This is an optimization exercise on Yosys and OpenROAD, whose aim is small area, not a production implementation.
Function was checked by simulation only, so behaviour that the tests miss may differ from the original.
Power is estimated from default activity; no workload was simulated.

// bop_it
module bop_it(
	input clk,
	input rst,
	input [7:0] sw,
	input [4:0] btns,
	output [7:0] leds,
	output [6:0] ssd_digit,
	output [3:0] ssd_select
	);
Size in the first run: about 120 flip-flops, roughly 34 I/O pins.
Settings: LEC_CHECK=0, ABC_AREA=1, CAP_MARGIN=20, CORE_MARGIN=2, CORE_UTILIZATION=40, SLEW_MARGIN=20; clock period 80.0 ns.
standard.sh (not shown) runs the stock make flow with config.mk's settings and CLKGATE_MAP_FILE= SYNTH_SCRIPT=/design/flow/synth_recipe.tcl, a recipe that flattens the netlist after the stock synthesis.
==> flow/flow/run.sh <==
#!/bin/bash
# The standard ORFS layout (standard.sh), with four changes that only affect area:
#  * no ADDER_MAP_FILE, so Yosys does not turn XOR/AND pairs into half-adder
#    cells ahead of ABC and ABC maps all the combinational logic;
#  * ABC restructures the combinational logic with &deepsyn and maps it for
#    area only (no buffering or upsizing; the clock period is 80 ns), from a
#    copy of ORFS's scripts folder;
#  * port buffers are sky130_fd_sc_hd__buf_1;
#  * CTS uses clkbuf_4 buffers and no dummy loads.
# Registers are untouched: synthesis is synth_recipe.tcl / ORFS synth.tcl up to
# the same dfflibmap; only the adder step and the ABC script differ.
set -euo pipefail
cp -r "$FLOW_HOME/scripts" ./scripts_area
printf 'strash\n&get -n\n&st\n&deepsyn -T 30\n&put\ndch -f\namap\ntopo\nstime -c\n' > ./scripts_area/abc_area.script
export BUFFER_PORTS_ARGS="-buffer_cell sky130_fd_sc_hd__buf_1"
export CTS_ARGS="-sink_clustering_enable -repair_clock_nets -buf_list sky130_fd_sc_hd__clkbuf_4 -root_buf sky130_fd_sc_hd__clkbuf_4 -dont_use_dummy_load"
bash standard.sh SCRIPTS_DIR="$PWD/scripts_area" ADDER_MAP_FILE= finish > standard.log 2>&1
Rerun with:
--- a/flow/design.v
+++ b/flow/design.v
@@ -18,14 +18,15 @@
 reg [12:0] move;
 reg [7:0] sw_prev;
 reg [4:0] btn_press;
 reg corr;
 reg [2:0] pa;      
 reg [3:0] pb;      
 reg [31:0] R;
+reg flag;
 reg [32:0] ring;
 wire tick = &e;
 wire [1:0] idx = {e[5] ^ e[4], ~e[4]};
 wire st_rng = (state == S_RNG);
 wire st_chk = (state == S_CHK);
 wire [6:0] ce;
 assign ce[0] = 1'b1;
@@ -69,16 +70,15 @@
 wire fb = R[31] ^ R[21] ^ R[1] ^ R[0];
 wire [16:0] cr;
 assign cr[0] = 1'b1;
 generate for (gi = 1; gi < 17; gi = gi + 1) begin : g_cr
 	assign cr[gi] = cr[gi-1] & R[gi-1];
 end endgenerate
 wire [15:0] r_inc = (R[15:0] ^ cr[15:0]) | {15'd0, cr[16]};
-wire seeding = ~state[2] & ~state[1] & (~state[0] | (dm == D_DASH));
-wire sample = en ? R[1] : R[0];
+wire sample = en ? R[0] : R[31];
 wire [3:0] acc = btn_press[3:0];
 wire [4:0] h2 = {acc, ring[32]};
 wire [4:0] hm = {1'b0, m9 | m13, ~m9, 1'b0, 1'b1};    
 wire [5:0] hd = {1'b0, h2} - {1'b0, hm};
 wire [3:0] hn = hd[5] ? h2[3:0] : hd[3:0];
 wire c32 = cnt[5] & ~cnt[2] & ~cnt[1] & ~cnt[0];
 wire c33 = cnt[5] & ~cnt[1] & cnt[0];
@@ -91,19 +91,22 @@
 wire bwin = ~fin | (g2 ? ~(e[5] | e[4]) : g3 ? ~(e[5] & e[4] & e[3]) : ~e[5]);
 wire c0 = ~|cnt;
 wire c200 = cnt[7] & cnt[6] & cnt[3];
 wire ctog = (cnt == 8'd30) | (cnt == 8'd60) | (cnt == 8'd90) |
             (cnt == 8'd120) | (cnt == 8'd150) | (cnt == 8'd180);
 always @(posedge clk) begin
 	e <= rst ? 6'd63 : e_inc;
-	if (rst)
-		R[15:0] <= 16'd1;
-	else
-		R[15:0] <= seeding ? r_inc : {R[14:0], en ? fb : R[31]};
-	R[31:16] <= {R[30:16], R[15] & ~seeding};
+	if (rst) begin
+		R[15:0] <= 16'd0;
+		flag <= 1'b0;
+	end else begin
+		R[15:0] <= flag ? {R[14:0], en ? fb : R[31]} : r_inc;
+		if (!flag) flag <= en;
+	end
+	R[31:16] <= {R[30:16], R[15] & flag};
 	ring <= {ring[31:0], (tick & st_rng & ~cnt[5]) ? sample : ring[32]};
 	if (cap) move <= move | (13'd1 << acc);
 	if (hwin) btn_press[3:0] <= hn;
 	else if (tick & st_rng & ~c32) btn_press <= 5'd0;
 	else if (st_chk & bwin)
 		btn_press <= btn_press | btns;
 	corr <= (sw == sw_prev) && (btn_press == move[4:0]);
Final cell count goes down by about 0.36%.
Worst setup slack degrades by 270 ps.
Synthesized cell count goes down by 0.96%.
Wire length goes down by about 2.6%.
Total power hardly moves.
Via count goes down by about 0.9%.
Core utilization goes down by 0.96 points.
Clock skew is about the same.
Global-route usage goes down by 0.93 points.
Maximum frequency goes down by 1.3%.
Area after synthesis hardly moves.
Design area goes up by 0.32%.
Count of clock-buffer cells in the layout does not change.
Sequential cell count goes up by 1.

[re-timing with driven ports]
The results above use ideal ports. As a check the final layouts listed here were re-extracted and re-timed, cells and wires unchanged.
Step 1: set_driving_cell puts a clkbuf_16 on clk and a buf_2 on each other input, an assumption about the parent block.
Step 2, shift: input delay + t, output delay - t, t = (earliest + latest rising clock arrival at the registers) / 2. This alone moves slack from input paths to output paths.
Three values: no drivers, after step 1, after step 2; two values: the first two.
| run | shift t [ns] | setup slack, ns | worst setup path after step 2 | pins driven straight from the clock port |
|---|---|---|---|---|
| the first run | 0.538 | 60.316 / 60.283 / 60.821 | register to output | 1 |
| the second run | 0.544 | 60.051 / 60.018 / 60.563 | register to output | 1 |
After both steps every run listed still meets setup and hold.
